Context: an optimization exercise on an open-source flow, tuned for small area, a short achievable clock period and few clock cycles. The choices shown serve that exercise and are no tape-out recipe. At most, simulation tests tie the RTL to the original design; equivalence was not proved. For runs 1, 3 and 8, only the layout was checked, not whether the RTL still works. No run shown here takes its clock network from TritonCTS; it comes from the design's own scripts or RTL. The flow treats the clock pin as an ideal source. Dropping or thinning the clock tree relies on that and would not hold on a real chip. Power figures rest on the tool's default switching activity, not on a simulated workload.

[flow/flow/run.sh]
#!/bin/bash
# Standard ORFS layout, except that the clock tree is built by flow/mantree.tcl
# (four root buffers, each driving four leaf buffers) instead of ORFS's CTS,
# and synthesis leaves adders to ABC instead of mapping them to full-adder cells.
set -euo pipefail
HERE=$(cd "$(dirname "${BASH_SOURCE[0]}")" && pwd)
export PRE_CTS_TCL=$HERE/pre_cts.tcl
export MT_NX=4 MT_NY=4 MT_NROOT=4 MT_LEAF=sky130_fd_sc_hd__clkbuf_8 MT_ROOT=sky130_fd_sc_hd__clkbuf_8
bash standard.sh finish ADDER_MAP_FILE= > orfs_flow.log 2>&1
[flow/flow/mantree.tcl]
proc mantree_build {} {
  set nleafx [expr {[info exists ::env(MT_NX)] ? $::env(MT_NX) : 2}]
  set nleafy [expr {[info exists ::env(MT_NY)] ? $::env(MT_NY) : 5}]
  set leafm  [expr {[info exists ::env(MT_LEAF)] ? $::env(MT_LEAF) : "sky130_fd_sc_hd__clkbuf_16"}]
  set rootm  [expr {[info exists ::env(MT_ROOT)] ? $::env(MT_ROOT) : "sky130_fd_sc_hd__clkbuf_16"}]
  set nroot  [expr {[info exists ::env(MT_NROOT)] ? $::env(MT_NROOT) : 1}]
  set db [ord::get_db]
  set block [ord::get_db_block]
  set clknet [$block findNet clk]
  set vdd [$block findNet VDD]
  set vss [$block findNet VSS]
  set sinks {}
  foreach it [$clknet getITerms] {
    set inst [$it getInst]
    set bb [$inst getBBox]
    set x [expr {([$bb xMin] + [$bb xMax]) / 2}]
    set y [expr {([$bb yMin] + [$bb yMax]) / 2}]
    lappend sinks [list $x $y $it]
  }
  set n [llength $sinks]
  puts "mantree: $n clock sinks, $nleafx x $nleafy leaves"
  # columns by x
  set sx [lsort -integer -index 0 $sinks]
  set groups {}
  for {set c 0} {$c < $nleafx} {incr c} {
    set a [expr {$c * $n / $nleafx}]
    set b [expr {($c + 1) * $n / $nleafx - 1}]
    set col [lsort -integer -index 1 [lrange $sx $a $b]]
    set m [llength $col]
    for {set r 0} {$r < $nleafy} {incr r} {
      set a2 [expr {$r * $m / $nleafy}]
      set b2 [expr {($r + 1) * $m / $nleafy - 1}]
      lappend groups [lrange $col $a2 $b2]
    }
  }
  set lm [$db findMaster $leafm]
  set rm [$db findMaster $rootm]
  set rootnets {}
  for {set q 0} {$q < $nroot} {incr q} {
    set rn [odb::dbNet_create $block clknet_root_$q]
    $rn setSigType CLOCK
    lappend rootnets $rn
    set sumx($q) 0; set sumy($q) 0; set cnt($q) 0
  }
  set k 0
  foreach g $groups {
    set q [expr {($k / $nleafy) * $nroot / $nleafx}]
    set rootnet [lindex $rootnets $q]
    set gx 0; set gy 0
    foreach s $g { incr gx [lindex $s 0]; incr gy [lindex $s 1] }
    set gx [expr {$gx / [llength $g]}]
    set gy [expr {$gy / [llength $g]}]
    set buf [odb::dbInst_create $block $lm clkbuf_leaf_$k]
    $buf setLocation [expr {$gx - [$lm getWidth] / 2}] [expr {$gy - [$lm getHeight] / 2}]
    $buf setPlacementStatus PLACED
    [$buf findITerm VPWR] connect $vdd
    [$buf findITerm VPB] connect $vdd
    [$buf findITerm VGND] connect $vss
    [$buf findITerm VNB] connect $vss
    set net [odb::dbNet_create $block clknet_leaf_$k]
    $net setSigType CLOCK
    [$buf findITerm A] connect $rootnet
    [$buf findITerm X] connect $net
    foreach s $g {
      set it [lindex $s 2]
      $it disconnect
      $it connect $net
    }
    incr sumx($q) $gx; incr sumy($q) $gy; incr cnt($q)
    incr k
  }
  for {set q 0} {$q < $nroot} {incr q} {
  set rootnet [lindex $rootnets $q]
  set rx [expr {$sumx($q) / $cnt($q)}]
  set ry [expr {$sumy($q) / $cnt($q)}]
  set root [odb::dbInst_create $block $rm clkbuf_root_$q]
  $root setLocation [expr {$rx - [$rm getWidth] / 2}] [expr {$ry - [$rm getHeight] / 2}]
  $root setPlacementStatus PLACED
  [$root findITerm VPWR] connect $vdd
  [$root findITerm VPB] connect $vdd
  [$root findITerm VGND] connect $vss
  [$root findITerm VNB] connect $vss
  [$root findITerm A] connect $clknet
  [$root findITerm X] connect $rootnet
  puts "mantree: root $q at $rx $ry, $cnt($q) leaves"
  }
  $clknet setSigType CLOCK
}
[flow/flow/pre_cts.tcl]
# Runs before ORFS's CTS step: build the two-level clock tree by hand, then
# make the step's clock_tree_synthesis call only switch to propagated clocks.
source [file join [file dirname [info script]] mantree.tcl]
mantree_build
rename clock_tree_synthesis {}
proc clock_tree_synthesis {args} {
  puts "clock tree built by mantree.tcl; skipping clock_tree_synthesis $args"
  set_propagated_clock [all_clocks]
}
[flow/standard.sh]
#!/bin/bash
# synth_recipe.tcl (not shown) runs the flow's synth.tcl, then flattens the netlist and writes it again
# the make line also repeats each setting of config.mk as NAME=value (left out here)
make -C /OpenROAD-flow-scripts/flow DESIGN_CONFIG=/design/flow/config.mk WORK_HOME=/design/flow/orfs CLKGATE_MAP_FILE= SYNTH_SCRIPT=/design/flow/synth_recipe.tcl "${@:-finish}"
[flow/config.mk]
export PLATFORM = sky130hd
export DESIGN_NAME = Conv
export DESIGN_NICKNAME = Conv
export VERILOG_FILES = /design/flow/design.v
export SDC_FILE = /design/flow/constraint.sdc
export NUM_CORES = 4
export LEC_CHECK = 0
export ABC_AREA = 1
export CAP_MARGIN = 20
export CORE_MARGIN = 2
export CORE_UTILIZATION = 40
export SETUP_SLACK_MARGIN = 4.0
export SLEW_MARGIN = 20
[flow/constraint.sdc]
create_clock -name core_clock -period 6.0 [get_ports {clk}]
set_input_delay 1.2000 -clock core_clock [delete_from_list [all_inputs] [get_ports {clk}]]
set_output_delay 1.2000 -clock core_clock [all_outputs]
set_load 0.01 [all_outputs]
[flow/design.v]
`timescale 1ps/1ps
module Conv(
    input clk,
    input rst,
    input in_st,
    input [7:0] din,
    output reg [15:0] dout,
    output reg out_st
);
reg [7:0] pix [0:15];
reg [9:0] upart, vreg, va;
reg [11:0] hpart;
reg [10:0] r_sr [0:9];
wire [12:0] hfull = add12(hpart, {2'b00, vreg});
wire [10:0] hsum = hfull[11:1];
reg [6:0] cnt;
integer i;
function [12:0] add12;
    input [11:0] a;
    input [11:0] b;
    integer i, k;
    reg [3:0] s0, s1;
    reg k0, k1, c, p;
    begin
        c = 1'b0;
        for (k = 0; k < 3; k = k + 1) begin
            k0 = 1'b0;
            k1 = 1'b1;
            for (i = 0; i < 4; i = i + 1) begin
                p = a[4*k+i] ^ b[4*k+i];
                s0[i] = p ^ k0;
                s1[i] = p ^ k1;
                k0 = (a[4*k+i] & b[4*k+i]) | (k0 & p);
                k1 = (a[4*k+i] & b[4*k+i]) | (k1 & p);
            end
            add12[4*k +: 4] = c ? s1 : s0;
            c = c ? k1 : k0;
        end
        add12[12] = c;
    end
endfunction
always @(posedge clk) begin
    pix[0] <= din;
    for (i = 1; i < 16; i = i + 1)
        pix[i] <= pix[i-1];
    upart <= add12({3'b000, pix[7], 1'b0}, {4'b0000, pix[15]});
    vreg <= add12({2'b00, upart}, {4'b0000, pix[0]});
    va <= vreg;
    hpart <= add12({1'b0, vreg, 1'b0}, {2'b00, va});
    r_sr[0] <= hsum;
    for (i = 1; i < 10; i = i + 1)
        r_sr[i] <= r_sr[i-1];
end
reg [10:0] rsel;
always @(*) begin
    if (cnt >= 7'd31 && cnt < 7'd37)      rsel = r_sr[9];
    else if (cnt >= 7'd37 && cnt < 7'd43) rsel = r_sr[7];
    else if (cnt >= 7'd43 && cnt < 7'd49) rsel = r_sr[5];
    else if (cnt >= 7'd49 && cnt < 7'd55) rsel = r_sr[3];
    else if (cnt >= 7'd55 && cnt < 7'd61) rsel = r_sr[1];
    else                                   rsel = hsum;
end
always @(posedge clk) begin
    dout <= {5'b00000, rsel};
end
always @(posedge clk) begin
    if (rst) begin
        cnt <= 7'd0;
        out_st <= 1'b0;
    end
    else begin
        if (in_st)
            cnt <= 7'd1;
        else if (cnt != 7'd0)
            cnt <= cnt + 7'd1;
        out_st <= (cnt == 7'd30);
    end
end
endmodule
==> impl_metrics.py, run 1 <==
metrics = {
    "grt": {
        "antenna_found_initial": 0,
        "grt_max_degree": 20,
        "grt_pass1_vias": 3980,
        "grtUsageTotal_pct": 9.562,
        "grt_overflow": 0,
        "grt_pass1_wl_um": 17740,
    },
    "cts": {
        "clk_pin_slew_ns": 0.11,
        "insertion_delay_ns": 0.33,
    },
    "floorplan": {
        "ios": 28,
        "die_h_um": 145.1,
        "die_x_um": 145.1,
        "dieArea_um2": 21050,
        "initial_core_util_pct": 40.77,
        "rows": 51,
        "core_area_um2": 19530,
    },
    "critical_path": {
        "start_kind": "flop",
        "arrival_ns": 2.31,
        "crit_family": "simple AND/OR/NAND/NOR gates",
        "crit_top_cell": "nand2_2",
        "path_class": "flop to flop",
        "crit_path_end_kind": "flop",
        "crit_chain": "nor2_2 > o21ai_2 > nand2_1 > nand2_2 > nand2_2 > nand3_2 > nand3_2 > nand2_2 > nand2_2 > nand2_2 > nand2_2 > nand3_2 > nand3_2 > nand2_2 > nand2_2 > nand2_2 > nand3_2 > nand2_2 > nand2_2 > nand2_2 > nand2_1 > nand2_1 > nand2_1",
        "worstPathRequired_ns": 6.23,
        "slowest_stage": "dfxtp_1",
        "cp_num_buf_inv": 0,
        "critPathMaxStageDelay_ns": 0.38,
        "crit_fanout": 3,
    },
    "placed_design": {
        "dpl.hpwl_um": 6660,
        "place_congestion": 0.7024,
        "pre_cts_ws_ns": 3.077,
        "post-place-cells": 942,
        "portBuffers": 22,
    },
    "synth": {
        "synth.area.top_cells": "dfxtp_1, nand2_1, xor2_1",
        "ys.flop_type": "dfxtp_1",
        "yosysUniqueCellTypes": 35,
        "avgSynthCellArea_um2": 11.99,
        "synth_common_cells": "dfxtp_1, nand2_1, nor2_1, xor2_1, o21ai_0",
        "yosysTopAreaCell": "dfxtp_1",
        "synth.most_common_cell": "dfxtp_1",
        "synth_top_area_share_pct": 75.20,
        "ys_seq_area_share_pct": 75.20,
        "syn_area_um2": 7960,
        "ys_ff_latch": 299,
        "netlist_instances": 664,
        "async_reset_ff_share_pct": 0,
        "synth_edf_count": 0,
        "yosys_warnings": 3,
    },
    "route": {
        "wl_met1_um": 4996,
        "first_pass_iters": 4,
        "wl_per_cell_um": 10.58,
        "drt_iter0_drc": 104,
        "routed_wl_um": 10700,
        "met3_length_um": 373,
        "drc": 0,
        "dr_total_vias": 4294,
        "ant_nets": 0,
        "dr.max_layer_used": "met4",
        "vias_per_cell": 4.247,
        "wl_met2_um": 4921,
    },
    "cells_and_area": {
        "drive_gt1_share_pct": 26.14,
        "fillCellCount": 1749,
        "final_nets": 759,
        "n_antenna_cell": 0,
        "area_delta_synth_final_pct": 17.54,
        "stdcell_count": 1011,
    },
    "status": {
        "status": "complete, no violations",
    },
    "sta": {
        "fmax_mhz": 479.7,
        "min_period_ns": 2.084,
        "tns_ns": 0,
        "fin_crit_sh_pct": 34.74,
        "hold_viol_final": 0,
        "fin_skew_ns": 0.01992,
        "fin_ws_ns": 3.916,
        "rsz0062_at_grt": "true",
        "whs_ns": 0.3213,
        "final-setup-viol-count": 0,
        "finalMaxSlewViolations": 0,
    },
    "job": {
        "drv_cap": 0,
    },
    "pwr": {
        "p_per_area_nw_per_um2": 513.2,
        "ir_drop_mv": 0.2573,
        "leakagePower_nw": 3.972,
    },
    "hold_path": {
        "min_path_type": "flop to flop",
    },
}
-- kinds of logic after synthesis --
group / count (synthesis) / share of synthesized area [%]
compound gates: 65 / 4.527
other cells: 1 / 0.04711
simple gates: 194 / 10.30
flops: 299 / 75.20
buf+inv: 43 / 2.908
xor+xnor: 57 / 6.366
fa+ha+maj: 5 / 0.6602
-- metrics by stage --
stage / instance area, µm² / util, % / power [W]
CTS: 8926 / 45.71 / 0.004693
global route: 9356 / 47.92 / 0.005128
floorplan: 7975 / - / 0.003494
global placement: 8408 / 43.06 / 0.003744
detailed placement: 8408 / 43.06 / 0.003801
finish: 9356 / 47.92 / 0.004801
-- area by class of cell --
| cell class | count | area [µm²] | area share, % |
|---|---|---|---|
| inverter | 30 | 130.1 | 1.391 |
| multi-input combinational | 326 | 2032 | 21.72 |
| sequential | 299 | 6031 | 64.46 |
| buffer | 20 | 275.3 | 2.942 |
| timing repair buffer | 71 | 556.8 | 5.951 |
| tap | 265 | 331.6 | 3.544 |
-- worst reg2reg max path, stage by stage (launching register included) --
cell	delay (ns)
dfxtp_1	0.38
nor2_2	0.07
o21ai_2	0.12
nand2_1	0.07
nand2_2	0.08
nand2_2	0.06
nand3_2	0.07
nand3_2	0.07
nand2_2	0.09
nand2_2	0.05
nand2_2	0.08
nand2_2	0.06
nand3_2	0.09
nand3_2	0.08
nand2_2	0.11
nand2_2	0.05
nand2_2	0.06
nand3_2	0.06
nand2_2	0.08
nand2_2	0.05
nand2_2	0.06
nand2_1	0.05
nand2_1	0.06
nand2_1	0.04
-- layout by cell type, fill, tap and decap left out, types with 2 or more instances in the layout --
| cell type | n |
|---|---|
| a211oi_2 | 2 |
| a21boi_2 | 3 |
| a21oi_1 | 9 |
| a21oi_2 | 4 |
| a21oi_4 | 3 |
| a31oi_1 | 3 |
| buf_2 | 8 |
| buf_4 | 48 |
| buf_6 | 5 |
| clkbuf_8 | 20 |
| clkdlybuf4s50_1 | 10 |
| clkinvlp_4 | 3 |
| conb_1 | 5 |
| dfxtp_1 | 275 |
| dfxtp_2 | 18 |
| dfxtp_4 | 6 |
| inv_1 | 21 |
| inv_2 | 4 |
| maj3_2 | 4 |
| nand2_1 | 89 |
| nand2_2 | 29 |
| nand3_1 | 4 |
| nand3_2 | 9 |
| nor2_1 | 38 |
| nor2_2 | 7 |
| nor2_4 | 4 |
| nor3_1 | 4 |
| o21ai_0 | 19 |
| o21ai_1 | 14 |
| o21ai_2 | 4 |
| or2_4 | 2 |
| xnor2_1 | 11 |
| xor2_1 | 43 |
| xor2_2 | 2 |
-- flip-flops by register name, indices dropped and copies added (netlist names) --
register,count
pix,128
r_sr,110
hpart,12
dout,11
upart,10
va,10
vreg,10
cnt,7
out_st,1
-- path summary, 6_finish.rpt --
check / start / to / slack (ns) / cells after the start
worst max register to register: hpart[1] / dout[10] / 3.92 / 23
worst min-delay path: pix[13][3] / pix[14][3] / 0.32 / 0
worst min register to register: pix[13][3] / pix[14][3] / 0.32 / 0
worst max-delay path: hpart[1] / dout[10] / 3.92 / 23
-- report_power, final --
part / switching, W / total, W / internal [W] / leakage [nW]
combinational: 0.000600 / 0.00117 / 0.000566 / 1.30
sequential: 0.000230 / 0.00281 / 0.00258 / 2.52
clock: 0.000518 / 0.000823 / 0.000305 / 0.144
total: 0.00135 / 0.00480 / 0.00345 / 3.97
-- repair_timing --
action                     CTS  global route
pin swaps                   13            40
gates resized for setup     98            78
hold buffers                 0             0
buffers inserted            21            28
setup endpoints to repair   30            26
-- routing by layer --
metal | up-vias | track usage, %
met5 | - | 0
met4 | 0 | 3.235
met3 | 33 | 1.101
met2 | 85 | 16.14
met1 | 1948 | 12.83
li1 | 2228 | -
==> inputs of run 2 (changes only) <==
--- a/flow/design.v
+++ b/flow/design.v
@@ -52,13 +52,14 @@
         r_sr[i] <= r_sr[i-1];
 end
-reg [10:0] rsel;
+wire row5 = (cnt < 7'd31) || (cnt >= 7'd61);
+reg [10:0] rdel;
 always @(*) begin
-    if (cnt >= 7'd31 && cnt < 7'd37)      rsel = r_sr[9];
-    else if (cnt >= 7'd37 && cnt < 7'd43) rsel = r_sr[7];
-    else if (cnt >= 7'd43 && cnt < 7'd49) rsel = r_sr[5];
-    else if (cnt >= 7'd49 && cnt < 7'd55) rsel = r_sr[3];
-    else if (cnt >= 7'd55 && cnt < 7'd61) rsel = r_sr[1];
-    else                                   rsel = hsum;
+    if (cnt < 7'd37)      rdel = r_sr[9];
+    else if (cnt < 7'd43) rdel = r_sr[7];
+    else if (cnt < 7'd49) rdel = r_sr[5];
+    else if (cnt < 7'd55) rdel = r_sr[3];
+    else                  rdel = r_sr[1];
 end
+wire [10:0] rsel = row5 ? hsum : rdel;
 always @(posedge clk) begin
     dout <= {5'b00000, rsel};
==> impl_metrics.py, run 2 <==
metrics = {
    "critical_path": {
        "worstPathRequired_ns": 6.24,
        "rr_worst_depth": 11,
        "worstReg2RegEnd": "dout[0]",
        "crit_chain": "clkdlybuf4s50_1 > or2_2 > nor3_1",
        "r2r-start": "cnt[5]",
        "critPathMaxStageDelay_ns": 0.43,
        "rrSetupSlack_ns": 4.09,
        "slowest_stage": "clkdlybuf4s50_1",
        "path_class": "input port to flop",
        "start_kind": "input port",
        "crit_path_end_kind": "flop",
        "crit_fanout": 6,
        "arrival_ns": 2.23,
        "crit_family": "simple AND/OR/NAND/NOR gates",
        "cp_num_buf_inv": 1,
    },
    "sta": {
        "fmax_mhz": 503.3,
        "min_period_ns": 1.987,
        "relSlewSlack_pct": 60.44,
        "hold_viol_final": 0,
        "fin_skew_ns": 0.01935,
        "final-setup-viol-count": 0,
        "tightest_slew_ns": 0.5933,
        "whs_ns": 0.3171,
        "fin_crit_sh_pct": 33.12,
        "rsz0062_at_grt": "true",
        "tns_ns": 0,
        "finalMaxSlewViolations": 0,
    },
    "hold_path": {
        "whs_endpoint": "pix[7][2]",
        "min_path_type": "flop to flop",
        "min_path_cells": 0,
        "min_from": "pix[6][2]",
    },
    "pwr": {
        "power_w": 0.004500,
        "p_per_area_nw_per_um2": 507.4,
        "ir_drop_mv": 0.1991,
        "leakagePower_nw": 3.801,
    },
    "grt": {
        "antenna_found_initial": 0,
        "grt_max_degree": 22,
        "grt_overflow": 0,
        "grtUsageTotal_pct": 10.35,
        "grt_pass1_vias": 4057,
        "grt_pass1_wl_um": 18040,
    },
    "floorplan": {
        "initial_core_util_pct": 40.64,
        "die_x_um": 144.6,
        "die_h_um": 144.6,
        "core_area_um2": 19460,
        "rows": 51,
        "ios": 28,
        "dieArea_um2": 20910,
    },
    "cells_and_area": {
        "final_common_cell": "dfxtp_1",
        "area_delta_synth_final_pct": 12.13,
        "fillCellCount": 1785,
        "n_antenna_cell": 0,
        "final_cell_mix": "dfxtp_1, nand2_1, xor2_1, nor2_1, inv_1",
        "reg_top3": "pix: 128 flops, r_sr: 110 flops, hpart: 12 flops",
        "drive_gt1_share_pct": 14.20,
        "largest_register_ffs": 128,
        "final_nets": 717,
        "finish.utilization_pct": 45.57,
        "largest-register": "pix",
    },
    "synth": {
        "yosys_warnings": 3,
        "synth_top_area_share_pct": 75.68,
        "netlist_instances": 657,
        "synth.area.top_cells": "dfxtp_1, nand2_1, xor2_1",
        "synth_edf_count": 0,
        "yosysUniqueCellTypes": 38,
        "avgSynthCellArea_um2": 12.04,
        "yosysTopAreaCell": "dfxtp_1",
        "ys_seq_area_share_pct": 75.68,
        "synth.most_common_cell": "dfxtp_1",
        "ys_ff_latch": 299,
        "ys.flop_type": "dfxtp_1",
        "async_reset_ff_share_pct": 0,
        "syn_area_um2": 7909,
        "synth_common_cells": "dfxtp_1, nand2_1, nor2_1, xor2_1, inv_1",
    },
    "route": {
        "drt_iter0_drc": 178,
        "vias_per_cell": 4.284,
        "wl_per_cell_um": 11.75,
        "dr_total_vias": 4151,
        "routed_wl_um": 11380,
        "drc": 0,
        "ant_nets": 0,
        "first_pass_iters": 4,
    },
    "cts": {
        "clk_pin_slew_ns": 0.12,
        "insertion_delay_ns": 0.32,
    },
    "placed_design": {
        "portBuffers": 22,
        "place_congestion": 0.8344,
        "dpl.hpwl_um": 6966,
    },
    "job": {
        "drv_cap": 0,
    },
    "status": {
        "status": "complete, no violations",
    },
}
run 2: final cells by class:
cell class / count / area, µm² / share of cell area, %
Sequential cell: 299 / 6000 / 67.65
Multi-Input combinational cell: 310 / 1833 / 20.67
Tap cell: 265 / 331.6 / 3.739
Buffer: 20 / 275.3 / 3.104
Timing Repair Buffer: 33 / 252.7 / 2.850
Inverter: 40 / 162.7 / 1.834
Timing Repair inverter: 2 / 13.76 / 0.1552
run 2: stage by stage:
step | instance area (µm²) | setup WS [ns] | cells
2_1_floorplan | 7924 | 4.139 | 661
3_3_place_gp | 8419 | 3.770 | 937
3_5_place_dp | 8419 | 3.685 | 937
4_1_cts | 8657 | 4.002 | 957
5_1_grt | 8869 | 3.905 | 969
6_report | 8869 | 4.013 | 969
run 2: cells by family after synthesis:
kind of cell             count (synthesis)  share of synthesized area, %
multiplexers                             1                        0.1266
flip-flops                             299                         75.68
other                                    1                       0.04742
XOR/XNOR                                55                         6.186
adder cells (fa/ha/maj)                  3                        0.3955
buffers and inverters                   53                         2.848
AO/OA/AOI/OAI                           67                         5.205
AND/OR/NAND/NOR                        178                         9.508
run 2: how the worst max path moves through the flow:
| stage | startpoint | to | slack (ns) | cells past startpoint |
|---|---|---|---|---|
| floorplan | in_st | cnt[5] | 4.14 | 3 |
| global placement | rst | cnt[5] | 3.77 | 3 |
| detailed placement | in_st | cnt[5] | 3.68 | 3 |
| CTS | cnt[0] | dout[10] | 4.00 | 10 |
| global route | vreg[1] | dout[10] | 3.91 | 18 |
| finish | in_st | cnt[2] | 4.01 | 3 |
run 2: routing by layer:
metal / global-route usage (%) / share of wire (%)
met4: 3.679 / 4.1
met5: 0 / 0
met2: 18.01 / 46
met3: 0.8940 / 3.2
met1: 13.53 / 46
run 2: power by group:
| part | switching, W | internal [W] |
|---|---|---|
| clock | 0.000523 | 0.000305 |
| sequential | 0.000228 | 0.00257 |
| combinational | 0.000495 | 0.000375 |
| total | 0.00125 | 0.00325 |
run 2: repair_timing:
| action | CTS | global route |
|---|---|---|
| resized for setup | 56 | 40 |
| hold buffers | 0 | 0 |
| setup buffers | 0 | 9 |
| cloned | 0 | 3 |
| setup endpoints to repair | 22 | 24 |
| pin swaps | 0 | 8 |
Testbench counts of run 2, summed over its fixed seeds: cycles 6,264.
==> inputs of run 3 (changes only) <==
--- a/flow/design.v
+++ b/flow/design.v
@@ -12,5 +12,5 @@
 reg [11:0] hpart;
 reg [10:0] r_sr [0:9];
-wire [12:0] hfull = add12(hpart, {2'b00, vreg});
+wire [11:0] hfull = hpart + {2'b00, vreg};
 wire [10:0] hsum = hfull[11:1];
 reg [6:0] cnt;
@@ -47,5 +47,5 @@
     vreg <= add12({2'b00, upart}, {4'b0000, pix[0]});
     va <= vreg;
-    hpart <= add12({1'b0, vreg, 1'b0}, {2'b00, va});
+    hpart <= {1'b0, vreg, 1'b0} + {2'b00, va};
     r_sr[0] <= hsum;
     for (i = 1; i < 10; i = i + 1)
==> impl_metrics.py, run 3 <==
metrics = {
    "floorplan": {
        "initial_core_util_pct": 40.94,
        "rows": 52,
        "die_h_um": 148.4,
        "die_x_um": 148.4,
        "core_area_um2": 20360,
        "dieArea_um2": 22010,
        "ios": 28,
    },
    "critical_path": {
        "arrival_ns": 0.78,
        "worstPathRequired_ns": 4.80,
        "slowest_stage": "dfxtp_1",
        "crit_fanout": 1,
        "crit_path_end_kind": "output pin",
        "crit_family": "flip-flops",
        "rr_worst_depth": 8,
        "crit_chain": "buf_2",
        "cp_num_buf_inv": 1,
        "critPathMaxStageDelay_ns": 0.33,
        "worst-path-stages": 1,
        "path_class": "flop to output pin",
        "start_kind": "flop",
    },
    "synth": {
        "syn_area_um2": 8337,
        "ys.flop_type": "dfxtp_1",
        "avgSynthCellArea_um2": 11.10,
        "synth_edf_count": 0,
        "synth.area.top_cells": "dfxtp_1, nand2_1, xor2_1",
        "synth_top_family_by_area": "simple AND/OR/NAND/NOR gates",
        "async_reset_ff_share_pct": 0,
        "netlist_instances": 751,
        "synthMuxAreaShare_pct": 0,
        "ys_seq_area_share_pct": 71.80,
        "synth-xor-area-share_pct": 5.208,
        "yosys_warnings": 3,
        "synth_common_cells": "dfxtp_1, nand2_1, inv_1, nor2_1, xor2_1",
        "synth.most_common_cell": "dfxtp_1",
        "ys_ff_latch": 299,
        "synthAdderAreaFrac_pct": 0,
        "synth_compound_area_share_pct": 6.679,
        "yosysUniqueCellTypes": 40,
        "synth_top_area_share_pct": 71.80,
        "yosysTopAreaCell": "dfxtp_1",
        "synthSimpleGateAreaFrac_pct": 12.23,
    },
    "grt": {
        "antenna_found_initial": 0,
        "grt_overflow": 0,
        "grt_pass1_vias": 4198,
        "grtUsageTotal_pct": 10.16,
        "grt_max_degree": 23,
        "grt_pass1_wl_um": 18860,
    },
    "pwr": {
        "ir_drop_mv": 0.2195,
        "p_per_area_nw_per_um2": 508.9,
        "leakagePower_nw": 4.004,
        "power_w": 0.004663,
    },
    "cells_and_area": {
        "final_cell_mix": "dfxtp_1, nand2_1, inv_1, nor2_1, xor2_1",
        "finish.utilization_pct": 44.99,
        "reg_top3": "pix: 128 flops, r_sr: 110 flops, hpart: 12 flops",
        "fillCellCount": 1899,
        "largest_register_ffs": 128,
        "final_nets": 801,
        "multi_input_area_um2": 2095,
        "area_delta_synth_final_pct": 9.905,
        "regArea_um2": 5991,
        "drive_gt1_share_pct": 12.44,
        "final_common_cell": "dfxtp_1",
        "largest-register": "pix",
        "n_antenna_cell": 0,
    },
    "sta": {
        "final-setup-viol-count": 0,
        "relSlewSlack_pct": 58.00,
        "hold_viol_final": 0,
        "tns_ns": 0,
        "fin_crit_sh_pct": 33.02,
        "rsz0062_at_grt": "true",
        "min_period_ns": 1.981,
        "fmax_mhz": 504.8,
        "tightest_slew_ns": 0.6281,
        "fin_skew_ns": 0.01631,
        "finalMaxSlewViolations": 0,
    },
    "route": {
        "met3_length_um": 340,
        "wl_met1_um": 5624,
        "wl_per_cell_um": 11.07,
        "first_pass_iters": 4,
        "wl_met2_um": 5397,
        "routed_wl_um": 11710,
        "dr_total_vias": 4498,
        "drt_iter0_drc": 134,
        "dr.max_layer_used": "met4",
        "drc": 0,
        "vias_per_cell": 4.251,
        "ant_nets": 0,
    },
    "cts": {
        "insertion_delay_ns": 0.32,
        "holdBufCountCts": 0,
        "clk_pin_slew_ns": 0.10,
    },
    "status": {
        "status": "complete, no violations",
    },
    "hold_path": {
        "min_path_type": "flop to flop",
        "min_path_cells": 0,
    },
    "job": {
        "drv_cap": 0,
    },
    "placed_design": {
        "portBuffers": 22,
        "dpl.hpwl_um": 7600,
        "place_congestion": 0.7673,
    },
}
## run 3: timing repair
action | in CTS | in global routing
pin swaps | 0 | 1
endpoints found under the setup margin | 23 | 17
buffers inserted | 0 | 3
gates resized for setup | 56 | 7
cloned | 0 | 2
## run 3: cells by family after synthesis
| group | count (synthesis) |
|---|---|
| flops | 299 |
| simple gates | 228 |
| compound gates | 95 |
| buf+inv | 81 |
| xor+xnor | 47 |
| other cells | 1 |
## run 3: layer usage
metal | GRT usage [%] | up-vias
met5 | 0 | -
met4 | 2.857 | 0
met3 | 0.6748 | 22
met2 | 17.22 | 58
met1 | 14.12 | 2006
li1 | - | 2412
## run 3: final cells by class
type / instances / area share [%]
sequential: 299 / 65.38
buffer: 20 / 3.004
tap: 270 / 3.687
multi-input combinational: 377 / 22.86
timing repair buffer: 27 / 2.362
inverter: 65 / 2.704
## run 3: worst paths after layout
path	slack, ns	endpoint	start
worst max-delay path	4.02	dout[1]	dout[1]
worst min-delay path	0.32	pix[15][2]	pix[14][2]
worst max register to register	4.19	dout[3]	cnt[5]
worst min register to register	0.32	pix[15][2]	pix[14][2]
## run 3: per-stage QoR
step | cell area (µm²) | setup slack, ns | instances | hold WS [ns]
after floorplan | 8352 | 4.139 | 755 | 0.3096
after global placement | 8832 | 3.626 | 1033 | 0.3098
after detailed placement | 8841 | 3.493 | 1033 | 0.3121
after CTS | 9095 | 4.000 | 1053 | 0.3176
after global routing | 9163 | 3.968 | 1058 | 0.3276
final | 9163 | 4.019 | 1058 | 0.3214
## run 3: power by group
part           internal (W)  switching [W]  total [W]
logic              0.000401       0.000655    0.00106
clock network      0.000305       0.000519   0.000824
registers           0.00257       0.000213    0.00278
==> inputs of run 4 (changes only) <==
--- a/flow/design.v
+++ b/flow/design.v
@@ -12,5 +12,5 @@
 reg [11:0] hpart;
 reg [10:0] r_sr [0:9];
-wire [11:0] hfull = hpart + {2'b00, vreg};
+wire [12:0] hfull = add12(hpart, {2'b00, vreg});
 wire [10:0] hsum = hfull[11:1];
 reg [6:0] cnt;
@@ -47,5 +47,5 @@
     vreg <= add12({2'b00, upart}, {4'b0000, pix[0]});
     va <= vreg;
-    hpart <= {1'b0, vreg, 1'b0} + {2'b00, va};
+    hpart <= add12({1'b0, vreg, 1'b0}, {2'b00, va});
     r_sr[0] <= hsum;
     for (i = 1; i < 10; i = i + 1)
==> flow/flow/run.sh (replaced) <==
#!/bin/bash
# Standard ORFS layout with these changes:
#  - the clock tree is built by flow/mantree.tcl (four root buffers, each
#    driving four leaf buffers) instead of ORFS's CTS;
#  - synthesis leaves adders to ABC instead of mapping them to full-adder cells;
#  - every input and output port gets a buf_2 buffer (instead of the slow
#    delay buffer buffer_ports picks by default); timing repair may resize it.
set -euo pipefail
HERE=$(cd "$(dirname "${BASH_SOURCE[0]}")" && pwd)
export PRE_CTS_TCL=$HERE/pre_cts.tcl
export MT_NX=4 MT_NY=4 MT_NROOT=4 MT_LEAF=sky130_fd_sc_hd__clkbuf_8 MT_ROOT=sky130_fd_sc_hd__clkbuf_8
bash standard.sh finish ADDER_MAP_FILE= \
  "BUFFER_PORTS_ARGS=-buffer_cell sky130_fd_sc_hd__buf_2" > orfs_flow.log 2>&1
--- a/flow/flow/mantree.tcl
+++ b/flow/flow/mantree.tcl
@@ -45,6 +45,11 @@
   set k 0
   foreach g $groups {
-    set q [expr {($k / $nleafy) * $nroot / $nleafx}]
-    set rootnet [lindex $rootnets $q]
+    if {$nroot == 0} {
+      set q 0
+      set rootnet $clknet
+    } else {
+      set q [expr {($k / $nleafy) * $nroot / $nleafx}]
+      set rootnet [lindex $rootnets $q]
+    }
     set gx 0; set gy 0
     foreach s $g { incr gx [lindex $s 0]; incr gy [lindex $s 1] }
@@ -67,5 +72,5 @@
       $it connect $net
     }
-    incr sumx($q) $gx; incr sumy($q) $gy; incr cnt($q)
+    if {$nroot > 0} { incr sumx($q) $gx; incr sumy($q) $gy; incr cnt($q) }
     incr k
   }
--- a/flow/config.mk
+++ b/flow/config.mk
@@ -10,4 +10,4 @@
 export CORE_MARGIN = 2
 export CORE_UTILIZATION = 40
-export SETUP_SLACK_MARGIN = 4.0
+export SETUP_SLACK_MARGIN = 4.06
 export SLEW_MARGIN = 20
==> impl_metrics.py, run 4 <==
metrics = {
    "synth": {
        "synth.most_common_cell": "dfxtp_1",
        "ys_seq_area_share_pct": 75.68,
        "yosys_warnings": 3,
        "yosysTopAreaCell": "dfxtp_1",
        "yosysUniqueCellTypes": 38,
        "async_reset_ff_share_pct": 0,
        "synth.area.top_cells": "dfxtp_1, nand2_1, xor2_1",
        "synth-xor-area-share_pct": 6.186,
        "syn_area_um2": 7909,
        "synthAdderAreaFrac_pct": 0.3955,
        "avgSynthCellArea_um2": 12.04,
        "synth_edf_count": 0,
        "synth_top_family_by_area": "simple AND/OR/NAND/NOR gates",
        "netlist_instances": 657,
        "ys_ff_latch": 299,
        "synthSimpleGateAreaFrac_pct": 9.508,
        "synthMuxAreaShare_pct": 0.1266,
        "synth_compound_area_share_pct": 5.205,
        "synth_common_cells": "dfxtp_1, nand2_1, nor2_1, xor2_1, inv_1",
        "synth_top_area_share_pct": 75.68,
        "ys.flop_type": "dfxtp_1",
    },
    "critical_path": {
        "crit_fanout": 1,
        "start_kind": "flop",
        "slowest_stage": "dfxtp_2",
        "critPathMaxStageDelay_ns": 0.38,
        "path_class": "flop to output pin",
        "crit_family": "flip-flops",
        "worstPathRequired_ns": 4.80,
        "arrival_ns": 0.80,
        "crit_chain": "buf_6",
        "crit_path_end_kind": "output pin",
        "cp_num_buf_inv": 1,
    },
    "grt": {
        "grt_max_degree": 22,
        "grt_use_met2_pct": 17.83,
        "grtUsageMet1_pct": 13.85,
        "grt_pass1_vias": 4000,
        "antenna_found_initial": 0,
        "grtUsageTotal_pct": 10.40,
        "grt-busiest-layer": "met2",
        "grt_pass1_wl_um": 17940,
        "grt_use_met3_pct": 0.8278,
        "grt_overflow": 0,
    },
    "pwr": {
        "power.share.clock_pct": 18.3,
        "intPower_w": 0.003279,
        "p_per_area_nw_per_um2": 507.0,
        "p_comb_share_pct": 19.3,
        "leakagePower_nw": 3.848,
        "p_seq_share_pct": 62.5,
        "ir_drop_mv": 0.2410,
        "switching_share_pct": 27.83,
        "netSwitchingPower_w": 0.001264,
    },
    "route": {
        "wl_per_cell_um": 11.88,
        "drt_iter0_drc": 117,
        "first_pass_iters": 4,
        "routed_wl_um": 11550,
        "dr_total_vias": 4215,
        "drc": 0,
        "ant_nets": 0,
        "vias_per_cell": 4.336,
    },
    "cells_and_area": {
        "final_cell_mix": "dfxtp_1, nand2_1, xor2_1, nor2_1, inv_1",
        "n_antenna_cell": 0,
        "largest-register": "pix",
        "reg_top3": "pix: 128 flops, r_sr: 110 flops, hpart: 12 flops",
        "largest_register_ffs": 128,
        "fillCellCount": 1755,
        "final_common_cell": "dfxtp_1",
        "multi_input_area_um2": 1853,
        "stdcell_count": 972,
        "final_nets": 720,
        "regArea_um2": 6016,
        "area_delta_synth_final_pct": 13.29,
        "drive_gt1_share_pct": 18.25,
    },
    "sta": {
        "tns_ns": 0,
        "fmax_mhz": 499.8,
        "hold_viol_final": 0,
        "rsz0062_at_grt": "true",
        "whs_ns": 0.3173,
        "min_period_ns": 2.001,
        "fin_skew_ns": 0.01638,
        "finalMaxSlewViolations": 0,
        "fin_crit_sh_pct": 33.35,
        "final-setup-viol-count": 0,
    },
    "cts": {
        "insertion_delay_ns": 0.33,
        "clk_pin_slew_ns": 0.11,
        "holdBufCountCts": 0,
    },
    "floorplan": {
        "core_area_um2": 19460,
        "rows": 51,
        "die_x_um": 144.6,
        "initial_core_util_pct": 40.64,
        "die_h_um": 144.6,
        "dieArea_um2": 20910,
        "ios": 28,
    },
    "status": {
        "status": "complete, no violations",
    },
    "hold_path": {
        "min_path_type": "flop to flop",
    },
    "job": {
        "drv_cap": 0,
    },
    "placed_design": {
        "post-place-cells": 936,
        "portBuffers": 22,
        "place_congestion": 0.8369,
        "dpl.hpwl_um": 7221,
    },
}
-- run 4: power by group through the flow --
stage / Combinational [W] / Clock (W) / Sequential [W]
3_5_place_dp: 0.000809 / 0 / 0.00286
2_1_floorplan: 0.000600 / 0 / 0.00280
5_1_grt: 0.000996 / 0.000921 / 0.00290
4_1_cts: 0.000834 / 0.000852 / 0.00283
3_3_place_gp: 0.000782 / 0 / 0.00284
6_report: 0.000876 / 0.000830 / 0.00284
-- run 4: layout make-up --
class                      count  area share (%)
tap                          265           3.701
inverter                      40           1.815
timing repair inverter         1         0.05586
sequential                   299           67.14
timing repair buffer          37           3.533
buffer                        20           3.072
multi-input combinational    310           20.68
-- run 4: final timing paths --
check	endpoint	from	slack, ns	cells after the start
worst max register to register	dout[8]	cnt[2]	4.13	10
worst max-delay path	dout[6]	dout[6]	4.00	1
worst min-delay path	pix[4][0]	pix[3][0]	0.32	0
worst min register to register	pix[4][0]	pix[3][0]	0.32	0
-- run 4: routing by layer --
metal / up-vias / part of all wire (%)
met5: - / 0
met4: 0 / 3.8
met3: 37 / 3.1
met2: 75 / 46
met1: 1955 / 47
li1: 2148 / -
-- run 4: timing repair --
item                       in CTS  in global routing
setup endpoints to repair      25                 34
hold endpoints to repair        0                  0
gates cloned                    0                  2
resized for setup              20                 50
setup buffers                   1                 13
pin swaps                       1                 12
-- run 4: per-stage QoR --
step / total power [W] / area, µm² / worst slack (ns) / utilization (%)
2_1_floorplan: 0.003397 / 7924 / 4.139 / -
3_3_place_gp: 0.003621 / 8302 / 3.811 / 42.66
3_5_place_dp: 0.003670 / 8302 / 3.606 / 42.66
4_1_cts: 0.004518 / 8655 / 3.990 / 44.47
5_1_grt: 0.004819 / 8960 / 3.974 / 46.04
6_report: 0.004543 / 8960 / 3.999 / 46.04
-- run 4: cell families after synthesis --
| logic type | Yosys count |
|---|---|
| multiplexers | 1 |
| flip-flops | 299 |
| adder cells (fa/ha/maj) | 3 |
| AND/OR/NAND/NOR | 178 |
| other | 1 |
| buffers and inverters | 53 |
| AO/OA/AOI/OAI | 67 |
| XOR/XNOR | 55 |
Testbench counts of run 4, summed over its fixed seeds: cycles 6,264.
==> inputs of run 5 (changes only) <==
--- a/flow/config.mk
+++ b/flow/config.mk
@@ -10,4 +10,4 @@
 export CORE_MARGIN = 2
 export CORE_UTILIZATION = 40
-export SETUP_SLACK_MARGIN = 4.06
+export SETUP_SLACK_MARGIN = 4.0
 export SLEW_MARGIN = 20
==> impl_metrics.py, run 5 <==
metrics = {
    "synth": {
        "synth.most_common_cell": "dfxtp_1",
        "ys_ff_latch": 299,
        "ys_seq_area_share_pct": 75.68,
        "synth_top_area_share_pct": 75.68,
        "async_reset_ff_share_pct": 0,
        "yosysUniqueCellTypes": 38,
        "avgSynthCellArea_um2": 12.04,
        "yosys_warnings": 3,
        "yosysTopAreaCell": "dfxtp_1",
        "synth.area.top_cells": "dfxtp_1, nand2_1, xor2_1",
        "synth_common_cells": "dfxtp_1, nand2_1, nor2_1, xor2_1, inv_1",
        "ys.flop_type": "dfxtp_1",
        "netlist_instances": 657,
        "syn_area_um2": 7909,
        "synth_edf_count": 0,
    },
    "critical_path": {
        "arrival_ns": 0.79,
        "crit_family": "flip-flops",
        "crit_path_end_kind": "output pin",
        "crit_fanout": 1,
        "start_kind": "flop",
        "slowest_stage": "dfxtp_2",
        "cp_num_buf_inv": 1,
        "worstPathRequired_ns": 4.80,
        "path_class": "flop to output pin",
        "critPathMaxStageDelay_ns": 0.37,
        "crit_chain": "buf_6",
    },
    "floorplan": {
        "die_x_um": 144.6,
        "dieArea_um2": 20910,
        "core_area_um2": 19460,
        "die_h_um": 144.6,
        "ios": 28,
        "rows": 51,
        "initial_core_util_pct": 40.64,
    },
    "cells_and_area": {
        "largest-register": "pix",
        "stdcell_count": 966,
        "final_cell_mix": "dfxtp_1, nand2_1, xor2_1, nor2_1, inv_1",
        "fillCellCount": 1772,
        "n_antenna_cell": 0,
        "drive_gt1_share_pct": 15.26,
        "reg_top3": "pix: 128 flops, r_sr: 110 flops, hpart: 12 flops",
        "final_nets": 714,
        "largest_register_ffs": 128,
        "area_delta_synth_final_pct": 11.56,
        "final_common_cell": "dfxtp_1",
    },
    "pwr": {
        "leakagePower_nw": 3.798,
        "ir_drop_mv": 0.2401,
        "p_per_area_nw_per_um2": 511.3,
        "p_comb_share_pct": 19.0,
        "p_seq_share_pct": 62.7,
        "switching_share_pct": 27.74,
        "netSwitchingPower_w": 0.001252,
        "intPower_w": 0.003260,
        "power.share.clock_pct": 18.3,
    },
    "sta": {
        "min_period_ns": 1.995,
        "fin_skew_ns": 0.01538,
        "rsz0062_at_grt": "true",
        "final-setup-viol-count": 0,
        "fmax_mhz": 501.3,
        "tns_ns": 0,
        "finalMaxSlewViolations": 0,
        "fin_crit_sh_pct": 33.25,
        "hold_viol_final": 0,
    },
    "grt": {
        "antenna_found_initial": 0,
        "grt_overflow": 0,
        "grt_max_degree": 22,
        "grtUsageTotal_pct": 10.35,
        "grt_pass1_vias": 3978,
        "grt_pass1_wl_um": 17840,
    },
    "hold_path": {
        "min_path_type": "flop to flop",
    },
    "cts": {
        "clk_pin_slew_ns": 0.11,
        "holdBufCountCts": 0,
        "insertion_delay_ns": 0.32,
    },
    "route": {
        "drc": 0,
        "vias_per_cell": 4.308,
        "ant_nets": 0,
        "drt_iter0_drc": 101,
        "first_pass_iters": 4,
        "dr_total_vias": 4162,
        "wl_per_cell_um": 11.63,
        "routed_wl_um": 11240,
    },
    "placed_design": {
        "place_congestion": 0.8369,
        "post-place-cells": 936,
        "portBuffers": 22,
        "dpl.hpwl_um": 7221,
    },
    "status": {
        "status": "complete, no violations",
    },
    "job": {
        "drv_cap": 0,
    },
}
==> run 5: power by group through the flow <==
stage | clock network [W] | registers, W | logic (W)
floorplan | 0 | 0.00280 | 0.000600
global placement | 0 | 0.00284 | 0.000782
detailed placement | 0 | 0.00286 | 0.000809
CTS | 0.000852 | 0.00283 | 0.000826
global route | 0.000922 | 0.00289 | 0.000972
finish | 0.000827 | 0.00283 | 0.000857
==> run 5: cell families (layout without fill, tap and decap cells) <==
family,count (synthesis),count (layout),synth area share [%]
mux,1,1,0.1266
fa+ha+maj,3,3,0.3955
flops,299,299,75.68
compound gates,67,68,5.205
other cells,1,5,0.04742
simple gates,178,178,9.508
xor+xnor,55,55,6.186
buf+inv,53,92,2.848
==> run 5: path summary, 6_finish.rpt <==
path	slack (ns)	to	startpoint	cells past startpoint
worst max-delay path	4.01	dout[6]	dout[6]	1
worst min-delay path	0.32	pix[9][0]	pix[8][0]	0
worst max register to register	4.10	dout[0]	cnt[6]	8
worst min register to register	0.32	pix[9][0]	pix[8][0]	0
==> run 5: layout make-up <==
cell class | instances | area, µm² | share of cell area [%]
repair buffers | 31 | 246.5 | 2.794
repair inverters | 1 | 5.005 | 0.05672
well taps | 265 | 331.6 | 3.758
flip-flops and latches | 299 | 6007 | 68.08
plain buffers | 20 | 275.3 | 3.120
inverters | 40 | 158.9 | 1.801
multi-input cells | 310 | 1799 | 20.39
==> run 5: per-layer routing <==
metal	GRT usage, %	wire, µm
met2	17.69	5112
met1	13.83	5407
met3	0.8278	296
met4	3.730	422
met5	0	0
==> run 5: timing repair <==
item                                    in CTS  in global routing
gates cloned                                 0                  2
hold endpoints to repair                     0                  0
pin swaps                                    0                  5
gates resized for setup                     14                 33
endpoints found under the setup margin      15                 30
setup buffers                                0                  8
==> run 5: stage by stage <==
stage               total power, W  setup WS, ns  hold slack, ns  cell area (µm²)  util [%]
floorplan                 0.003397         4.139          0.3096             7924         -
global placement          0.003621         3.811          0.3105             8302     42.66
detailed placement        0.003670         3.606          0.3121             8302     42.66
CTS                       0.004506         3.990          0.3212             8630     44.34
global route              0.004787         3.946          0.3274             8823     45.34
finish                    0.004511         4.005          0.3178             8823     45.34
==> inputs of run 6 (changes only) <==
--- a/flow/config.mk
+++ b/flow/config.mk
@@ -9,5 +9,5 @@
 export CAP_MARGIN = 20
 export CORE_MARGIN = 2
-export CORE_UTILIZATION = 40
+export CORE_UTILIZATION = 55
 export SETUP_SLACK_MARGIN = 4.0
 export SLEW_MARGIN = 20
==> impl_metrics.py, run 6 <==
metrics = {
    "synth": {
        "synth.most_common_cell": "dfxtp_1",
        "ys_seq_area_share_pct": 75.68,
        "syn_area_um2": 7909,
        "ys_ff_latch": 299,
        "yosysUniqueCellTypes": 38,
        "async_reset_ff_share_pct": 0,
        "netlist_instances": 657,
        "ys.flop_type": "dfxtp_1",
        "synth_edf_count": 0,
        "avgSynthCellArea_um2": 12.04,
        "synth_common_cells": "dfxtp_1, nand2_1, nor2_1, xor2_1, inv_1",
        "synth.area.top_cells": "dfxtp_1, nand2_1, xor2_1",
        "yosysTopAreaCell": "dfxtp_1",
        "yosys_warnings": 3,
        "synth_top_area_share_pct": 75.68,
    },
    "critical_path": {
        "slowest_stage": "dfxtp_1",
        "arrival_ns": 0.78,
        "path_class": "flop to output pin",
        "start_kind": "flop",
        "critPathLaunch": "dout[10]",
        "r2r-start": "cnt[6]",
        "crit_family": "flip-flops",
        "crit_fanout": 1,
        "worstPathRequired_ns": 4.80,
        "critPathMaxStageDelay_ns": 0.33,
        "crit_chain": "buf_2",
        "crit_path_end_kind": "output pin",
        "cp_num_buf_inv": 1,
    },
    "cells_and_area": {
        "final_cell_mix": "dfxtp_1, nand2_1, xor2_1, nor2_1, inv_1",
        "largest_register_ffs": 128,
        "largest-register": "pix",
        "reg_top3": "pix: 128 flops, r_sr: 110 flops, hpart: 12 flops",
        "area_delta_synth_final_pct": 9.128,
        "stdcell_count": 878,
        "drive_gt1_share_pct": 13.61,
        "final_common_cell": "dfxtp_1",
        "fillCellCount": 1151,
        "final_nets": 711,
        "n_antenna_cell": 0,
    },
    "pwr": {
        "p_seq_share_pct": 62.8,
        "leakagePower_nw": 3.777,
        "p_per_area_nw_per_um2": 516.0,
        "p_comb_share_pct": 18.7,
        "intPower_w": 0.003245,
        "netSwitchingPower_w": 0.001209,
        "switching_share_pct": 27.15,
        "power.share.clock_pct": 18.4,
        "power_w": 0.004454,
        "ir_drop_mv": 0.2966,
    },
    "sta": {
        "final-setup-viol-count": 0,
        "tns_ns": 0,
        "fmax_mhz": 505.2,
        "hold_viol_final": 0,
        "rsz0062_at_grt": "true",
        "fin_skew_ns": 0.02135,
        "min_period_ns": 1.979,
        "fin_crit_sh_pct": 32.99,
        "finalMaxSlewViolations": 0,
    },
    "hold_path": {
        "min_from": "pix[6][5]",
        "min_path_type": "flop to flop",
    },
    "floorplan": {
        "rows": 43,
        "core_area_um2": 13990,
        "ios": 28,
        "die_h_um": 123.9,
        "die_x_um": 123.9,
        "initial_core_util_pct": 56.54,
        "dieArea_um2": 15350,
    },
    "grt": {
        "grt_max_degree": 22,
        "grt_pass1_wl_um": 16620,
        "grt_overflow": 0,
        "grt_pass1_vias": 3758,
        "antenna_found_initial": 0,
        "grtUsageTotal_pct": 13.21,
    },
    "placed_design": {
        "dpl.hpwl_um": 6699,
        "portBuffers": 22,
        "place_congestion": 0.8268,
        "post-place-cells": 852,
    },
    "cts": {
        "insertion_delay_ns": 0.33,
        "clk_pin_slew_ns": 0.12,
    },
    "route": {
        "routed_wl_um": 10280,
        "first_pass_iters": 4,
        "ant_nets": 0,
        "wl_per_cell_um": 11.70,
        "drc": 0,
        "drt_iter0_drc": 191,
        "dr_total_vias": 4077,
        "vias_per_cell": 4.644,
    },
    "status": {
        "status": "complete, no violations",
    },
    "job": {
        "drv_cap": 0,
    },
}
-- run 6: cell counts after synthesis --
No cell type changed its count.
-- run 6: routing by layer --
metal,up-vias,GRT usage [%],share of wire [%]
li1,2126,-,-
met1,1854,18.18,48
met2,70,22.18,45
met3,27,0.8242,3.2
met4,0,4.846,4.0
met5,-,0,0
-- run 6: power by group through the flow --
stage | clock network [W] | registers, W | logic [W]
floorplan | 0 | 0.00280 | 0.000600
global placement | 0 | 0.00282 | 0.000773
detailed placement | 0 | 0.00284 | 0.000789
CTS | 0.000855 | 0.00280 | 0.000793
global route | 0.000919 | 0.00287 | 0.000958
finish | 0.000822 | 0.00280 | 0.000833
-- run 6: through the flow --
stage                     utilization (%)  hold WS [ns]  worst slack [ns]  cell area, µm²
after global placement              58.61        0.3099             3.934            8199
after detailed placement            58.61        0.3121             3.805            8199
final                               61.70        0.3094             4.021            8631
after floorplan                         -        0.3096             4.139            7924
after CTS                           60.64        0.3173             4.010            8483
after global routing                61.70        0.3168             3.910            8631
-- run 6: kinds of logic after synthesis --
group	after synthesis	share of synthesized area, %
other cells	1	0.04742
simple gates	178	9.508
compound gates	67	5.205
fa+ha+maj	3	0.3955
mux	1	0.1266
buf+inv	53	2.848
xor+xnor	55	6.186
flops	299	75.68
-- run 6: worst paths after layout --
kind / end / slack [ns] / depth (start not counted)
hold reg to reg: pix[7][5] / 0.31 / 0
setup / recovery: dout[10] / 4.02 / 1
hold / removal: pix[7][5] / 0.31 / 0
setup reg to reg: dout[8] / 4.12 / 7
-- run 6: timing repair --
item / 4_1_cts / 5_1_grt
hold buffers: 0 / 0
gates resized for setup: 4 / 32
cloned: 0 / 1
buffers inserted: 0 / 5
setup endpoints to repair: 12 / 23
pin swaps: 0 / 11
-- run 6: area by class of cell --
cell class	instances	area (µm²)	area share, %
multi-input combinational	309	1792	20.76
inverter	40	152.6	1.769
timing repair buffer	30	183.9	2.131
buffer	20	275.3	3.189
tap	180	225.2	2.609
sequential	299	6002	69.54
==> inputs of run 7 (changes only) <==
--- a/flow/config.mk
+++ b/flow/config.mk
@@ -9,5 +9,5 @@
 export CAP_MARGIN = 20
 export CORE_MARGIN = 2
-export CORE_UTILIZATION = 55
+export CORE_UTILIZATION = 65
 export SETUP_SLACK_MARGIN = 4.0
 export SLEW_MARGIN = 20
==> impl_metrics.py, run 7 <==
metrics = {
    "sta": {
        "fin_crit_sh_pct": 32.86,
        "fmax_mhz": 507.2,
        "min_period_ns": 1.972,
        "finalMaxSlewViolations": 0,
        "tns_ns": 0,
        "rsz0062_at_grt": "true",
        "fin_skew_ns": 0.01366,
        "final-setup-viol-count": 0,
        "hold_viol_final": 0,
        "whs_ns": 0.3250,
    },
    "pwr": {
        "switching_share_pct": 27.55,
        "p_seq_share_pct": 62.9,
        "p_per_area_nw_per_um2": 518.1,
        "leakagePower_nw": 3.789,
        "ir_drop_mv": 0.2950,
        "power.share.clock_pct": 18.2,
        "netSwitchingPower_w": 0.001231,
        "p_comb_share_pct": 18.9,
        "intPower_w": 0.003236,
        "power_w": 0.004467,
    },
    "cells_and_area": {
        "largest_register_ffs": 128,
        "n_antenna_cell": 0,
        "final_nets": 714,
        "final_cell_mix": "dfxtp_1, nand2_1, xor2_1, nor2_1, inv_1",
        "stdcell_area_um2": 8622,
        "drive_gt1_share_pct": 15.12,
        "final_common_cell": "dfxtp_1",
        "area_delta_synth_final_pct": 9.018,
        "finish.utilization_pct": 72.08,
        "largest-register": "pix",
        "reg_top3": "pix: 128 flops, r_sr: 110 flops, hpart: 12 flops",
    },
    "critical_path": {
        "rrSetupSlack_ns": 4.11,
        "worstReg2RegEnd": "r_sr[0][10]",
        "crit_path_end_kind": "output pin",
        "crit_chain": "buf_2",
        "slowest_stage": "dfxtp_2",
        "critPathMaxStageDelay_ns": 0.33,
        "r2r-start": "vreg[1]",
        "path_class": "flop to output pin",
        "crit_fanout": 1,
        "rr_worst_depth": 16,
        "arrival_ns": 0.77,
        "crit_family": "flip-flops",
        "worstPathRequired_ns": 4.80,
        "start_kind": "flop",
        "cp_num_buf_inv": 1,
    },
    "synth": {
        "synth.area.top_cells": "dfxtp_1, nand2_1, xor2_1",
        "yosys_warnings": 3,
        "ys_seq_area_share_pct": 75.68,
        "ys_ff_latch": 299,
        "yosysUniqueCellTypes": 38,
        "synth_common_cells": "dfxtp_1, nand2_1, nor2_1, xor2_1, inv_1",
        "synth_top_area_share_pct": 75.68,
        "yosysTopAreaCell": "dfxtp_1",
        "synth.most_common_cell": "dfxtp_1",
        "ys.flop_type": "dfxtp_1",
        "synth_edf_count": 0,
        "netlist_instances": 657,
        "avgSynthCellArea_um2": 12.04,
        "async_reset_ff_share_pct": 0,
        "syn_area_um2": 7909,
    },
    "status": {
        "status": "complete, no violations",
    },
    "grt": {
        "grt_max_degree": 22,
        "grt_pass1_wl_um": 17360,
        "grt_pass1_vias": 3974,
        "antenna_found_initial": 0,
        "grt_overflow": 0,
        "grtUsageTotal_pct": 16.03,
    },
    "floorplan": {
        "ios": 28,
        "die_x_um": 114.3,
        "initial_core_util_pct": 66.12,
        "dieArea_um2": 13070,
        "rows": 40,
        "core_area_um2": 11960,
        "die_h_um": 114.3,
    },
    "route": {
        "vias_per_cell": 4.818,
        "routed_wl_um": 10570,
        "met3_length_um": 278,
        "dr_total_vias": 4086,
        "wl_per_cell_um": 12.46,
        "drt_iter0_drc": 327,
        "first_pass_iters": 4,
        "drc": 0,
        "wl_met2_um": 4903,
        "dr.max_layer_used": "met4",
        "wl_met1_um": 5042,
        "ant_nets": 0,
    },
    "hold_path": {
        "min_path_cells": 0,
        "min_path_type": "flop to flop",
        "min_from": "r_sr[4][1]",
        "whs_endpoint": "r_sr[5][1]",
    },
    "cts": {
        "insertion_delay_ns": 0.32,
        "clk_pin_slew_ns": 0.11,
    },
    "job": {
        "drv_cap": 0,
    },
    "placed_design": {
        "portBuffers": 22,
        "place_congestion": 0.8367,
        "dpl.hpwl_um": 6869,
        "place_area_um2": 8158,
    },
}
## run 7: changes by cell type in the layout (fill, tap and decap cells not counted), moves of 3 or more
cell,before,now
dfxtp_2,4,8
nand2_1,100,97
nand2_2,9,13
buf_4,6,9
## run 7: worst register-to-register path, stage by stage (launching register included)
cell	delay, ns
dfxtp_4	0.37
nor2_1	0.06
o21ai_2	0.17
nand2_1	0.08
nand2_2	0.08
nand2_2	0.06
nand3_2	0.08
nand3_2	0.08
nand2_2	0.10
nand2_2	0.05
nand2_2	0.08
nand2_2	0.06
nand3_2	0.10
nand3_4	0.08
nand2_2	0.10
nand3_2	0.08
and2_1	0.17
## run 7: per-stage QoR
stage / worst slack [ns] / instances
final: 4.028 / 848
after floorplan: 4.139 / 661
after detailed placement: 3.733 / 819
after global routing: 3.950 / 848
after CTS: 4.003 / 839
after global placement: 3.941 / 819
## run 7: power by group through the flow
stage | clock network, W | logic, W | registers, W
global placement | 0 | 0.000766 | 0.00282
finish | 0.000815 | 0.000844 | 0.00281
global route | 0.000906 | 0.000969 | 0.00287
floorplan | 0 | 0.000600 | 0.00280
detailed placement | 0 | 0.000795 | 0.00285
CTS | 0.000840 | 0.000799 | 0.00280
## run 7: area by class of cell
type / instances / area [µm²]
inverter: 40 / 162.7
multi-input combinational: 309 / 1800
timing repair inverter: 1 / 5.005
buffer: 20 / 275.3
timing repair buffer: 32 / 195.2
sequential: 299 / 6000
fill: 842 / 3339
tap: 147 / 183.9
## run 7: routing by layer
layer	vias up	global-route usage, %
met3	28	1.218
li1	2124	-
met1	1860	21.43
met5	-	0
met4	0	5.691
met2	74	27.70
## run 7: logic make-up after synthesis
group                      after synthesis  synth area share [%]
AOI/OAI and AO/OA                       67                 5.205
xor gates and xnor gates                55                 6.186
adders and majority gates                3                0.3955
buffers and inverters                   53                 2.848
DFF                                    299                 75.68
muxes                                    1                0.1266
other                                    1               0.04742
and+or+nand+nor                        178                 9.508
## run 7: worst max path at each step
stage | cells past startpoint | to | slack, ns | startpoint
after floorplan | 3 | cnt[5] | 4.14 | in_st
after global placement | 9 | dout[4] | 3.94 | cnt[0]
after detailed placement | 9 | dout[4] | 3.73 | cnt[2]
after CTS | 1 | dout[7] | 4.00 | dout[7]
after global routing | 17 | dout[9] | 3.95 | vreg[1]
final | 1 | dout[8] | 4.03 | dout[8]
## run 7: timing repair
action	in CTS	in global routing
setup buffers	0	8
cloned	0	1
setup endpoints to repair	12	20
hold buffers	0	0
gates resized for setup	4	37
pin swaps	0	5
endpoints found under the hold margin	0	0
==> inputs of run 8 (changes only) <==
--- a/flow/design.v
+++ b/flow/design.v
@@ -8,5 +8,5 @@
     output reg out_st
 );
-reg [7:0] pix [0:15];
+reg [7:0] pix [0:14];
 reg [9:0] upart, vreg, va;
 reg [11:0] hpart;
@@ -42,8 +42,8 @@
 always @(posedge clk) begin
     pix[0] <= din;
-    for (i = 1; i < 16; i = i + 1)
+    for (i = 1; i < 15; i = i + 1)
         pix[i] <= pix[i-1];
-    upart <= add12({3'b000, pix[7], 1'b0}, {4'b0000, pix[15]});
-    vreg <= add12({2'b00, upart}, {4'b0000, pix[0]});
+    upart <= add12({3'b000, pix[6], 1'b0}, {4'b0000, pix[14]});
+    vreg <= add12({2'b00, upart}, {4'b0000, din});
     va <= vreg;
     hpart <= add12({1'b0, vreg, 1'b0}, {2'b00, va});
@@ -52,11 +52,11 @@
         r_sr[i] <= r_sr[i-1];
 end
-wire row5 = (cnt < 7'd31) || (cnt >= 7'd61);
+wire row5 = (cnt < 7'd30) || (cnt >= 7'd60);
 reg [10:0] rdel;
 always @(*) begin
-    if (cnt < 7'd37)      rdel = r_sr[9];
-    else if (cnt < 7'd43) rdel = r_sr[7];
-    else if (cnt < 7'd49) rdel = r_sr[5];
-    else if (cnt < 7'd55) rdel = r_sr[3];
+    if (cnt < 7'd36)      rdel = r_sr[9];
+    else if (cnt < 7'd42) rdel = r_sr[7];
+    else if (cnt < 7'd48) rdel = r_sr[5];
+    else if (cnt < 7'd54) rdel = r_sr[3];
     else                  rdel = r_sr[1];
 end
@@ -75,5 +75,5 @@
         else if (cnt != 7'd0)
             cnt <= cnt + 7'd1;
-        out_st <= (cnt == 7'd30);
+        out_st <= (cnt == 7'd29);
     end
 end
--- a/flow/config.mk
+++ b/flow/config.mk
@@ -9,5 +9,5 @@
 export CAP_MARGIN = 20
 export CORE_MARGIN = 2
-export CORE_UTILIZATION = 65
+export CORE_UTILIZATION = 40
 export SETUP_SLACK_MARGIN = 4.0
 export SLEW_MARGIN = 20
==> impl_metrics.py, run 8 <==
metrics = {
    "synth": {
        "synth_top_family_by_area": "simple AND/OR/NAND/NOR gates",
        "async_reset_ff_share_pct": 0,
        "yosys_warnings": 3,
        "yosysTopAreaCell": "dfxtp_1",
        "synth_top_area_share_pct": 75.50,
        "syn_area_um2": 7716,
        "ys_seq_area_share_pct": 75.50,
        "synth-xor-area-share_pct": 6.243,
        "synth.most_common_cell": "dfxtp_1",
        "yosysUniqueCellTypes": 32,
        "synth_common_cells": "dfxtp_1, nand2_1, nand3_1, xor2_1, nor2_1",
        "ys_ff_latch": 291,
        "synth_compound_area_share_pct": 3.843,
        "ys.flop_type": "dfxtp_1",
        "synth_edf_count": 0,
        "synthAdderAreaFrac_pct": 0.4054,
        "avgSynthCellArea_um2": 11.98,
        "netlist_instances": 644,
        "synthSimpleGateAreaFrac_pct": 11.74,
        "synth.area.top_cells": "dfxtp_1, nand2_1, xor2_1",
        "synthMuxAreaShare_pct": 0,
    },
    "pwr": {
        "ir_drop_mv": 0.2434,
        "power.share.clock_pct": 18.4,
        "p_per_area_nw_per_um2": 513.6,
        "p_comb_share_pct": 19.4,
        "p_seq_share_pct": 62.3,
        "switching_share_pct": 27.40,
        "netSwitchingPower_w": 0.001208,
        "leakagePower_nw": 3.644,
        "intPower_w": 0.003200,
    },
    "sta": {
        "fin_crit_sh_pct": 39.85,
        "rsz0062_at_grt": "true",
        "min_period_ns": 2.391,
        "fin_skew_ns": 0.01416,
        "final-setup-viol-count": 0,
        "finalMaxSlewViolations": 0,
        "fin_ws_ns": 3.609,
        "fmax_mhz": 418.3,
        "tns_ns": 0,
        "hold_viol_final": 0,
    },
    "floorplan": {
        "core_area_um2": 18830,
        "die_x_um": 142.9,
        "ios": 28,
        "dieArea_um2": 20420,
        "rows": 50,
        "initial_core_util_pct": 40.98,
        "die_h_um": 142.9,
    },
    "cts": {
        "clk_pin_slew_ns": 0.10,
        "insertion_delay_ns": 0.32,
        "holdBufCountCts": 0,
    },
    "status": {
        "status": "complete, no violations",
    },
    "critical_path": {
        "crit_path_end_kind": "flop",
        "worstPathRequired_ns": 6.22,
        "crit_fanout": 3,
        "arrival_ns": 2.61,
        "path_class": "input port to flop",
        "start_kind": "input port",
    },
    "cells_and_area": {
        "drive_gt1_share_pct": 15.04,
        "final_nets": 698,
        "final_common_cell": "dfxtp_1",
        "area_delta_synth_final_pct": 11.22,
        "n_antenna_cell": 0,
        "final_cell_mix": "dfxtp_1, nand2_1, xor2_1, nand3_1, nor2_1",
        "reg_top3": "pix: 120 flops, r_sr: 110 flops, hpart: 12 flops",
        "largest_register_ffs": 120,
        "largest-register": "pix",
    },
    "grt": {
        "grtUsageTotal_pct": 10.34,
        "antenna_found_initial": 0,
        "grt_overflow": 0,
        "grt_pass1_wl_um": 17650,
        "grt_pass1_vias": 3972,
        "grt_max_degree": 23,
    },
    "route": {
        "first_pass_iters": 4,
        "drc": 0,
        "routed_wl_um": 10610,
        "drt_iter0_drc": 206,
        "dr_total_vias": 4143,
        "ant_nets": 0,
        "wl_per_cell_um": 11.23,
        "vias_per_cell": 4.384,
    },
    "job": {
        "drv_cap": 0,
    },
    "hold_path": {
        "min_path_type": "flop to flop",
    },
    "placed_design": {
        "portBuffers": 22,
        "place_congestion": 0.7531,
        "pre_cts_ws_ns": 3.185,
        "dpl.hpwl_um": 6791,
    },
}
==> run 8: critical path, cell delays in order <==
cell and delay, ns:
buf_8 0.10, nor2_4 0.10, o21ai_4 0.07, maj3_2 0.33, a21boi_2 0.18, nand2_1 0.10
nand3_2 0.07, nand2_2 0.06, nand2_1 0.05, nand2_1 0.06, nand2_1 0.07, nand2_2 0.06
xor2_1 0.15
==> run 8: repair_timing <==
action | CTS | global route
setup endpoints to repair | 17 | 28
resized for setup | 10 | 27
buffers inserted | 5 | 5
pin swaps | 11 | 9
==> run 8: metal layers <==
metal | vias up | global-route usage [%] | part of all wire, %
met3 | 25 | 0.7042 | 3.3
met2 | 72 | 17.81 | 47
met1 | 1940 | 13.65 | 47
met5 | - | 0 | 0
met4 | 0 | 4.065 | 3.6
li1 | 2106 | - | -
==> run 8: kinds of logic after synthesis <==
family	after synthesis
flops	291
simple gates	204
compound gates	50
xor+xnor	55
other cells	1
buf+inv	40
fa+ha+maj	3
==> run 8: worst paths after layout <==
| path | startpoint | end | slack (ns) | depth (start not counted) |
|---|---|---|---|---|
| max | din[1] | vreg[8] | 3.61 | 13 |
| min | pix[8][7] | pix[9][7] | 0.32 | 0 |
| max reg2reg | vreg[1] | r_sr[0][10] | 4.12 | 16 |
| min reg2reg | pix[8][7] | pix[9][7] | 0.32 | 0 |
==> run 8: stage by stage <==
stage | total power [W] | instances | utilization [%] | hold slack, ns | cell area (µm²)
floorplan | 0.003372 | 648 | - | 0.3096 | 7745
global route | 0.004695 | 945 | 45.57 | 0.3325 | 8582
CTS | 0.004426 | 940 | 44.86 | 0.3274 | 8447
finish | 0.004408 | 945 | 45.57 | 0.3206 | 8582
detailed placement | 0.003608 | 915 | 43.05 | 0.3121 | 8107
global placement | 0.003566 | 915 | 43.05 | 0.3103 | 8107
==> run 8: area by class of cell <==
type,instances,area [µm²]
timing repair buffer,33,215.2
sequential,291,5837
fill,1738,10250
tap,260,325.3
inverter,24,96.34
multi-input combinational,317,1833
buffer,20,275.3
==> run 8: power by group through the flow <==
stage / clock network [W] / registers (W) / logic [W]
3_5_place_dp: 0 / 0.00279 / 0.000820
2_1_floorplan: 0 / 0.00274 / 0.000633
3_3_place_gp: 0 / 0.00277 / 0.000801
5_1_grt: 0.000913 / 0.00281 / 0.000969
6_report: 0.000809 / 0.00275 / 0.000853
4_1_cts: 0.000848 / 0.00275 / 0.000830

## afterwards: timing with drivers on the ports
How much do the figures lean on ideal ports? The routed layouts below were timed once more, with nothing changed but the port constraints. Step 1 sets driving cells, clkbuf_16 on the clock port and buf_2 on the other inputs (assumed; they add their load-dependent delay and slew). Step 2, shift: input delay + t, output delay - t, t = (earliest + latest rising clock arrival at the registers) / 2. This alone moves slack from input paths to output paths. Slacks: no drivers / after step 1 / after step 2; pairs: no drivers / after step 1.
run	t, ns	setup WS [ns]
run 1	0.380	3.916 / 3.916 / 3.707
run 2	0.376	4.013 / 3.968 / 3.674
run 3	0.379	4.019 / 3.955 / 3.801
run 4	0.380	3.999 / 3.935 / 4.058
run 5	0.382	4.005 / 3.940 / 4.061
run 6	0.378	4.021 / 3.958 / 4.039
run 7	0.369	4.028 / 3.970 / 4.042
run 8	0.369	3.609 / 3.626 / 3.256
After both steps every run listed still meets setup and hold.
